Source: an optimization exercise on an open RTL-to-GDS flow (aim: small area, a short achievable clock period and few clock cycles). Production flows keep margins and buffers that such runs may drop. The RTL was checked by simulation tests, not by an equivalence proof against the original design. No activity file was given, so power comes from the tool's default toggle rates.

==> sierra: inputs <==
Design Data_selector, start of the top module:
module Data_selector(
	input clk,
	input rst,
	input data_collect_finish,
	input [7:0] data_in,
	output reg [7:0] data_out,
	output reg [13:0] read_select,
	output reg [13:0] write_out_se,
	output reg data_process_finish,
	output reg wr_enable
    );
==> module Data_selector, before the edit <==
module Data_selector(
	input clk,
	input rst,
	input data_collect_finish,
	input [7:0] data_in,
	output reg [7:0] data_out,
	output reg [13:0] read_select,
	output reg [13:0] write_out_se,
	output reg data_process_finish,
	output reg wr_enable
    );
	localparam integer H   = 9;                     
	localparam integer K   = H - 2;                 
	localparam integer NB  = (98 + K - 1) / K;      
	localparam integer R0L = 100 - H;               
	localparam integer R0P = (NB - 2) * K;          
	localparam integer JW  = 4;                     
	localparam integer BW  = 4;                     
	localparam integer DN  = 100;                               
	localparam integer DC  = 1 - 100 * (H - 1);                 
	localparam integer DB  = -199;                              
	localparam integer DBL = (R0L - R0P - H + 1) * 100 - 99;    
	localparam integer DF  = -100 * (H - 1);                    
	localparam [13:0] A1  = -201;
	localparam [13:0] A2  = 100 * (H - 1) - 102;
	localparam [13:0] A3  = 98;
	localparam [13:0] A4  = -101 - DBL;
	localparam [13:0] A5  = -101 - DF;
	localparam [13:0] A6  = -100 * K - 101;
	localparam [13:0] A7  = -100 * (R0L - R0P) - 101;
	localparam [13:0] A8  = -100 * (R0L - R0P) - 2 + 100 * (H - 1);
	localparam [13:0] A9  = -200;
	localparam [13:0] A10 = 9899;
	localparam [13:0] A11 = 100 * (H - 2) - 1;
	localparam [13:0] A12 = 100 * (H - 2);
	localparam [1:0] S_NONE = 2'd0, S_BLUR = 2'd1, S_COLC = 2'd2, S_ROWC = 2'd3;
	reg running;
	reg p1, p2;                  
	reg [JW-1:0] j;              
	reg [6:0] c;                 
	reg [BW-1:0] b;              
	reg jl, j2, j1;              
	reg c0, c1, c99, cf;         
	reg bf, bl, bp;              
	reg [7:0] D [1:2*H-1];       
	reg [9:0] hp;                
	reg [9:0] h1, h2;            
	reg [11:0] q;                
	reg [1:0] src, src1;         
	reg [3:0] acode;             
	wire go = running | (data_collect_finish & ~data_process_finish & ~p1 & ~p2);
	wire [9:0] h0 = hp + {2'b0, data_in};
	wire [11:0] sum = q + {2'b0, h1};
	always @(*) begin
		src = S_NONE;
		acode = 4'd0;
		if (j2) begin
			if (c0) begin
				if (!bf) begin
					src = S_COLC;
					if (bl) acode = jl ? 4'd8 : 4'd7;
					else acode = jl ? 4'd3 : 4'd6;
				end
			end
			else if (cf) begin
				src = S_COLC;
				acode = jl ? 4'd10 : 4'd9;
			end
			else begin
				src = c1 ? S_COLC : S_BLUR;
				if (!jl) acode = 4'd1;
				else if (!c99) acode = 4'd2;
				else if (bl) acode = 4'd5;
				else if (bp) acode = 4'd4;
				else acode = 4'd3;
			end
		end
		else if (j1) begin
			if (bf && !cf) begin src = S_ROWC; acode = 4'd9; end
		end
		else begin
			if (cf) begin src = S_ROWC; acode = 4'd12; end
			else if (bl && !c0) begin src = S_ROWC; acode = 4'd11; end
		end
	end
	wire [13:0] aoff =
		(acode == 4'd1)  ? A1  :
		(acode == 4'd2)  ? A2  :
		(acode == 4'd3)  ? A3  :
		(acode == 4'd4)  ? A4  :
		(acode == 4'd5)  ? A5  :
		(acode == 4'd6)  ? A6  :
		(acode == 4'd7)  ? A7  :
		(acode == 4'd8)  ? A8  :
		(acode == 4'd9)  ? A9  :
		(acode == 4'd10) ? A10 :
		(acode == 4'd11) ? A11 : A12;
	reg [13:0] aoff1;
	wire [13:0] dsw = !c99 ? DC[13:0] : bl ? DF[13:0] : bp ? DBL[13:0] : DB[13:0];
	wire [13:0] a_row = read_select + 14'd100;
	wire [13:0] a_sw = read_select + dsw;
	always @(posedge clk or posedge rst) begin
		if (rst) begin
			running <= 1'b0;
			p1 <= 1'b0;
			p2 <= 1'b0;
			j <= 0;
			c <= 0;
			b <= 0;
			jl <= 1'b0;
			j2 <= 1'b0;
			j1 <= 1'b0;
			c0 <= 1'b1;
			c1 <= 1'b0;
			c99 <= 1'b0;
			cf <= 1'b0;
			bf <= 1'b1;
			bl <= 1'b0;
			bp <= (NB == 2);
			read_select <= 0;
			src1 <= S_NONE;
			wr_enable <= 1'b0;
			data_process_finish <= 1'b0;
		end
		else begin
			p2 <= p1;
			p1 <= 1'b0;
			src1 <= S_NONE;
			if (go) begin
				src1 <= src;
				running <= 1'b1;
				read_select <= !jl ? a_row : cf ? 14'd0 : a_sw;
				if (!jl) begin
					j <= j + 1'b1;
					jl <= (j == H - 2);
					j2 <= (j >= 1);
					j1 <= (j == 0);
				end
				else begin
					j <= 0;
					jl <= 1'b0;
					j2 <= 1'b0;
					j1 <= 1'b0;
					if (cf) begin
						c <= 0;
						b <= 0;
						c0 <= 1'b1;
						cf <= 1'b0;
						bf <= 1'b1;
						bl <= 1'b0;
						bp <= (NB == 2);
						running <= 1'b0;
						p1 <= 1'b1;
					end
					else if (c99) begin
						c99 <= 1'b0;
						if (bl) begin
							c <= 100;
							cf <= 1'b1;
						end
						else begin
							c <= 0;
							c0 <= 1'b1;
							b <= b + 1'b1;
							bf <= 1'b0;
							bl <= (b == NB - 2);
							bp <= (b == NB - 3);
						end
					end
					else begin
						c <= c + 1'b1;
						c0 <= 1'b0;
						c1 <= c0;
						c99 <= (c == 98);
					end
				end
			end
			wr_enable <= (src1 != S_NONE);
			if (p2) data_process_finish <= 1'b1;
			else if (!data_collect_finish) data_process_finish <= 1'b0;
		end
	end
	integer k;
	always @(posedge clk) begin
		aoff1 <= aoff;
		D[1] <= data_in;
		for (k = 2; k <= 2 * H - 1; k = k + 1) D[k] <= D[k-1];
		hp <= {2'b0, D[2*H-1]} + {1'b0, D[H-1], 1'b0};
		h1 <= h0;
		h2 <= h1;
		q <= {2'b0, h2} + {1'b0, h1, 1'b0};
		write_out_se <= read_select + aoff1;
		case (src1)
			S_BLUR: data_out <= sum[11:4];
			S_COLC: data_out <= D[H+2];
			default: data_out <= D[2];
		endcase
	end
endmodule
==> flow/config.mk <==
export PLATFORM = sky130hd
export DESIGN_NAME = Data_selector
export DESIGN_NICKNAME = Data_selector
export VERILOG_FILES = /design/flow/design.v
export SDC_FILE = /design/flow/constraint.sdc
export NUM_CORES = 4
export LEC_CHECK = 0
export ABC_CLOCK_PERIOD_IN_PS = 1800
export CAP_MARGIN = 20
export CORE_MARGIN = 2
export CORE_UTILIZATION = 40
export SETUP_SLACK_MARGIN = 3.4
export SLEW_MARGIN = 20
==> flow/constraint.sdc <==
create_clock -name core_clock -period 5.5 [get_ports {clk}]
set_input_delay 1.1000 -clock core_clock [delete_from_list [all_inputs] [get_ports {clk}]]
set_output_delay 1.1000 -clock core_clock [all_outputs]
set_load 0.01 [all_outputs]
standard.sh (not shown) runs the stock make flow with config.mk's settings and CLKGATE_MAP_FILE= SYNTH_SCRIPT=/design/flow/synth_recipe.tcl, a recipe that flattens the netlist after the stock synthesis.
==> flow/flow/run.sh <==
#!/bin/bash
# Standard ORFS layout (the standard.sh), with two changes:
#  - port buffers are the smallest buffer (buf_1) instead of clkdlybuf4s50_1;
#  - clock tree built from clkbuf_8 in clusters of up to 20 sinks, without dummy loads.
set -euo pipefail
bash standard.sh \
  "BUFFER_PORTS_ARGS=-buffer_cell sky130_fd_sc_hd__buf_1" \
  "CTS_ARGS=-sink_clustering_enable -repair_clock_nets -dont_use_dummy_load -buf_list sky130_fd_sc_hd__clkbuf_8 -sink_clustering_size 20 -sink_clustering_max_diameter 60" \
  finish > standard_flow.log 2>&1
==> tundra (differences from sierra) <==
==> flow/design.v (replaced) <==
`timescale 1ns / 1ps
module Data_selector(
	input clk,
	input rst,
	input data_collect_finish,
	input [7:0] data_in,
	output reg [7:0] data_out,
	output reg [13:0] read_select,
	output reg [13:0] write_out_se,
	output reg data_process_finish,
	output reg wr_enable
    );
	localparam integer H   = 9;                     
	localparam integer K   = H - 2;                 
	localparam integer R0L = 100 - H;               
	localparam [13:0] DN  = 100;                    
	localparam [13:0] DC  = 1 - 100 * (H - 1);      
	localparam [13:0] DB  = -199;                   
	localparam [13:0] DF  = -100 * (H - 1);         
	localparam [13:0] ALAST = (R0L - K + H - 1) * 100 + 99;
	localparam [13:0] A1  = -201;                   
	localparam [13:0] A2  = 100 * (H - 1) - 102;    
	localparam [13:0] A3  = 98;                     
	localparam [13:0] A5  = 100 * (H - 1) - 101;    
	localparam [13:0] A6  = -100 * K - 101;         
	localparam [13:0] A9  = -200;                   
	localparam [13:0] A10 = 9899;                   
	localparam [13:0] A11 = 100 * (H - 2) - 1;      
	localparam [13:0] A12 = 100 * (H - 2);          
	localparam [6:0] C98 = 7'd46;                   
	localparam [3:0] J7  = 4'd10;                   
	localparam [1:0] S_NONE = 2'd0, S_BLUR = 2'd1, S_COLC = 2'd2, S_ROWC = 2'd3;
	reg running;
	reg p1, p2;                  
	reg [3:0] j;                 
	reg [6:0] c;                 
	reg jl, j2, j1;              
	reg c0, c1, c99, cf;         
	reg bf, bl;                  
	reg [7:0] D [1:2*H-1];       
	reg [9:0] hp;                
	reg [9:0] h1, h2;            
	reg [11:0] q;                
	reg [1:0] src, src1;         
	reg [13:0] aoff, aoff1;      
	wire go = running | (data_collect_finish & ~data_process_finish & ~p1 & ~p2);
	wire [9:0] h0 = hp + {2'b0, data_in};
	wire [11:0] sum = q + {2'b0, h1};
	always @(*) begin
		src = S_NONE;
		aoff = A1;
		if (j2) begin
			if (c0) begin
				if (!bf) begin
					src = S_COLC;
					aoff = jl ? A3 : A6;
				end
			end
			else if (cf) begin
				src = S_COLC;
				aoff = jl ? A10 : A9;
			end
			else begin
				src = c1 ? S_COLC : S_BLUR;
				if (!jl) aoff = A1;
				else if (!c99) aoff = A2;
				else if (bl) aoff = A5;
				else aoff = A3;
			end
		end
		else if (j1) begin
			if (bf && !cf) begin src = S_ROWC; aoff = A9; end
		end
		else begin
			if (cf) begin src = S_ROWC; aoff = A12; end
			else if (bl && !c0) begin src = S_ROWC; aoff = A11; end
		end
	end
	wire [13:0] dsw = !c99 ? DC : bl ? DF : DB;
	wire [13:0] a_next = read_select + (jl ? dsw : DN);
	always @(posedge clk or posedge rst) begin
		if (rst) begin
			running <= 1'b0;
			p1 <= 1'b0;
			p2 <= 1'b0;
			j <= 4'd1;
			c <= 7'd1;
			jl <= 1'b0;
			j2 <= 1'b0;
			j1 <= 1'b0;
			c0 <= 1'b1;
			c1 <= 1'b0;
			c99 <= 1'b0;
			cf <= 1'b0;
			bf <= 1'b1;
			bl <= 1'b0;
			read_select <= 0;
			src1 <= S_NONE;
			wr_enable <= 1'b0;
			data_process_finish <= 1'b0;
		end
		else begin
			p2 <= p1;
			p1 <= 1'b0;
			src1 <= S_NONE;
			if (go) begin
				src1 <= src;
				running <= 1'b1;
				read_select <= (jl && cf) ? 14'd0 : a_next;
				if (!jl) begin
					j <= {j[2:0], j[3] ^ j[2]};
					jl <= (j == J7);
					j2 <= (j != 4'd1);
					j1 <= (j == 4'd1);
				end
				else begin
					j <= 4'd1;
					jl <= 1'b0;
					j2 <= 1'b0;
					j1 <= 1'b0;
					if (cf) begin
						c <= 7'd1;
						c0 <= 1'b1;
						cf <= 1'b0;
						bf <= 1'b1;
						bl <= 1'b0;
						running <= 1'b0;
						p1 <= 1'b1;
					end
					else if (c99) begin
						c99 <= 1'b0;
						if (bl) cf <= 1'b1;
						else begin
							c <= 7'd1;
							c0 <= 1'b1;
							bf <= 1'b0;
							bl <= (read_select == ALAST);
						end
					end
					else begin
						c <= {c[5:0], c[6] ^ c[5]};
						c0 <= 1'b0;
						c1 <= c0;
						c99 <= (c == C98);
					end
				end
			end
			else begin
				read_select <= 0;
				j <= 4'd1;
				c <= 7'd1;
				jl <= 1'b0;
				j2 <= 1'b0;
				j1 <= 1'b0;
				c0 <= 1'b1;
				c1 <= 1'b0;
				c99 <= 1'b0;
				cf <= 1'b0;
				bf <= 1'b1;
				bl <= 1'b0;
			end
			wr_enable <= (src1 != S_NONE);
			if (p2) data_process_finish <= 1'b1;
			else if (!data_collect_finish) data_process_finish <= 1'b0;
		end
	end
	integer k;
	always @(posedge clk) begin
		aoff1 <= aoff;
		D[1] <= data_in;
		for (k = 2; k <= 2 * H - 1; k = k + 1) D[k] <= D[k-1];
		hp <= {2'b0, D[2*H-1]} + {1'b0, D[H-1], 1'b0};
		h1 <= h0;
		h2 <= h1;
		q <= {2'b0, h2} + {1'b0, h1, 1'b0};
		write_out_se <= read_select + aoff1;
		case (src1)
			S_BLUR: data_out <= sum[11:4];
			S_COLC: data_out <= D[H+2];
			default: data_out <= D[2];
		endcase
	end
endmodule
==> flow/flow/run.sh (replaced) <==
#!/bin/bash
# Standard ORFS layout (the standard.sh), with two changes:
#  - port buffers are the smallest buffer (buf_1) instead of clkdlybuf4s50_1;
#  - clock tree built from clkbuf_8 in clusters of up to 16 sinks, without dummy loads.
set -euo pipefail
bash standard.sh \
  "BUFFER_PORTS_ARGS=-buffer_cell sky130_fd_sc_hd__buf_1" \
  "CTS_ARGS=-sink_clustering_enable -repair_clock_nets -dont_use_dummy_load -buf_list sky130_fd_sc_hd__clkbuf_8 -sink_clustering_size 16 -sink_clustering_max_diameter 50" \
  finish > standard_flow.log 2>&1
--- a/flow/config.mk
+++ b/flow/config.mk
@@ -6,8 +6,8 @@
 export NUM_CORES = 4
 export LEC_CHECK = 0
-export ABC_CLOCK_PERIOD_IN_PS = 1800
+export ABC_AREA = 1
 export CAP_MARGIN = 20
 export CORE_MARGIN = 2
-export CORE_UTILIZATION = 40
-export SETUP_SLACK_MARGIN = 3.4
+export CORE_UTILIZATION = 65
+export SETUP_SLACK_MARGIN = 3.3
 export SLEW_MARGIN = 20
==> quartz (differences from sierra) <==
==> flow/run.sh (new file) <==
#!/bin/bash
# synth_recipe.tcl (not shown) runs the flow's synth.tcl, then flattens the netlist and writes it again
# the make line also repeats each setting of config.mk as NAME=value (left out here)
make -C /OpenROAD-flow-scripts/flow DESIGN_CONFIG=/design/flow/config.mk WORK_HOME=/design/flow/orfs CLKGATE_MAP_FILE= SYNTH_SCRIPT=/design/flow/synth_recipe.tcl finish
--- a/flow/config.mk
+++ b/flow/config.mk
@@ -6,8 +6,7 @@
 export NUM_CORES = 4
 export LEC_CHECK = 0
-export ABC_CLOCK_PERIOD_IN_PS = 1800
 export CAP_MARGIN = 20
 export CORE_MARGIN = 2
 export CORE_UTILIZATION = 40
-export SETUP_SLACK_MARGIN = 3.4
+export SETUP_SLACK_MARGIN = 3.5
 export SLEW_MARGIN = 20
removed: flow/flow/run.sh
removed: flow/standard.sh
==> qor summary <==
quantity                                                                              quartz                     sierra                     tundra
Outcome                                                             timing/DRC/antenna clean   timing/DRC/antenna clean   timing/DRC/antenna clean
Crit path capture type                                                        primary output                  flip-flop             primary output
Synth Instances                                                                          888                        888                        913
Maximum fanout count along the critical path                                               2                          8                          3
Non-clock buffers, area share                                                          8.98%                      7.02%                      4.06%
Met2 layer wire length in the routed design                                          9.61 mm                    8.83 mm                    9.38 mm
Leakage power summed over all cells                                                  5.35 nW                    4.90 nW                    4.65 nW
Buffer type at the clock tree root                                sky130_fd_sc_hd__clkbuf_16  sky130_fd_sc_hd__clkbuf_8  sky130_fd_sc_hd__clkbuf_8
Crit path arrival time                                                               1.19 ns                    2.63 ns                    1.07 ns
Share of total power in sequential cells                                               32.0%                      37.4%                      40.1%
Sink of the worst hold path                                                         D[11][3]                   D[14][2]                    D[2][3]
Cell variety after synth                                                                  73                         73                         47
Clk network pwr share                                                                  21.9%                      14.1%                      14.3%
Adder-Cell Fraction of Synth Area                                                      9.84%                      9.84%                      9.18%
Clock latency on the worst-skew pair                                                 0.52 ns                    0.56 ns                    0.53 ns
Final-layout worst hold slack                                                       0.320 ns                   0.254 ns                   0.309 ns
Fraction of standard cell area in multi-input logic                                    36.7%                      38.6%                      33.6%
Worst reg2reg startpoint                                                      read_select[1]                         bl                         jl
Total net switching power                                                          0.00291 W                  0.00261 W                  0.00257 W
Number of vias after detailed routing                                                   6811                       6624                       6405
Relative area of clock buffers and inverters in the final design                       6.92%                      2.94%                      3.03%
First-pass GRT wire length                                                           34.0 mm                    32.1 mm                    31.6 mm
Core area                                                                          23500 um2                  23500 um2                  13700 um2
Testbench counts of sierra, summed over its fixed seeds: cycles 302,736.
Testbench counts of tundra, summed over its fixed seeds: cycles 302,736.
Testbench counts of quartz, summed over its fixed seeds: cycles 302,736.

[port drivers added, routing unchanged]
Ports are ideal in the flow. The routed layouts listed here were re-timed in OpenROAD.
Step 1: set_driving_cell puts a clkbuf_16 on clk and a buf_2 on each other input, an assumption about the parent block.
Step 2 times the ports against the registers' clock, not the clock port: input delays grow and output delays shrink by t, the midpoint of the rising clock arrivals with the driver on.
a / b / c = no drivers / after step 1 / after step 2; a / b = the first two.
run	t (ns)	slack for setup (ns)	worst setup path at the end	cell pins on the clock port's net
sierra	0.574	3.257 / 3.217 / 2.694	input to register	1
tundra	0.541	3.329 / 3.290 / 2.937	input to register	1
quartz	0.563	3.210 / 3.163 / 2.759	input to register	1
After both steps every run listed still meets setup and hold. The setup slack of sierra, which loses most, moves by -0.040 ns with the drivers and by -0.563 ns with both steps.
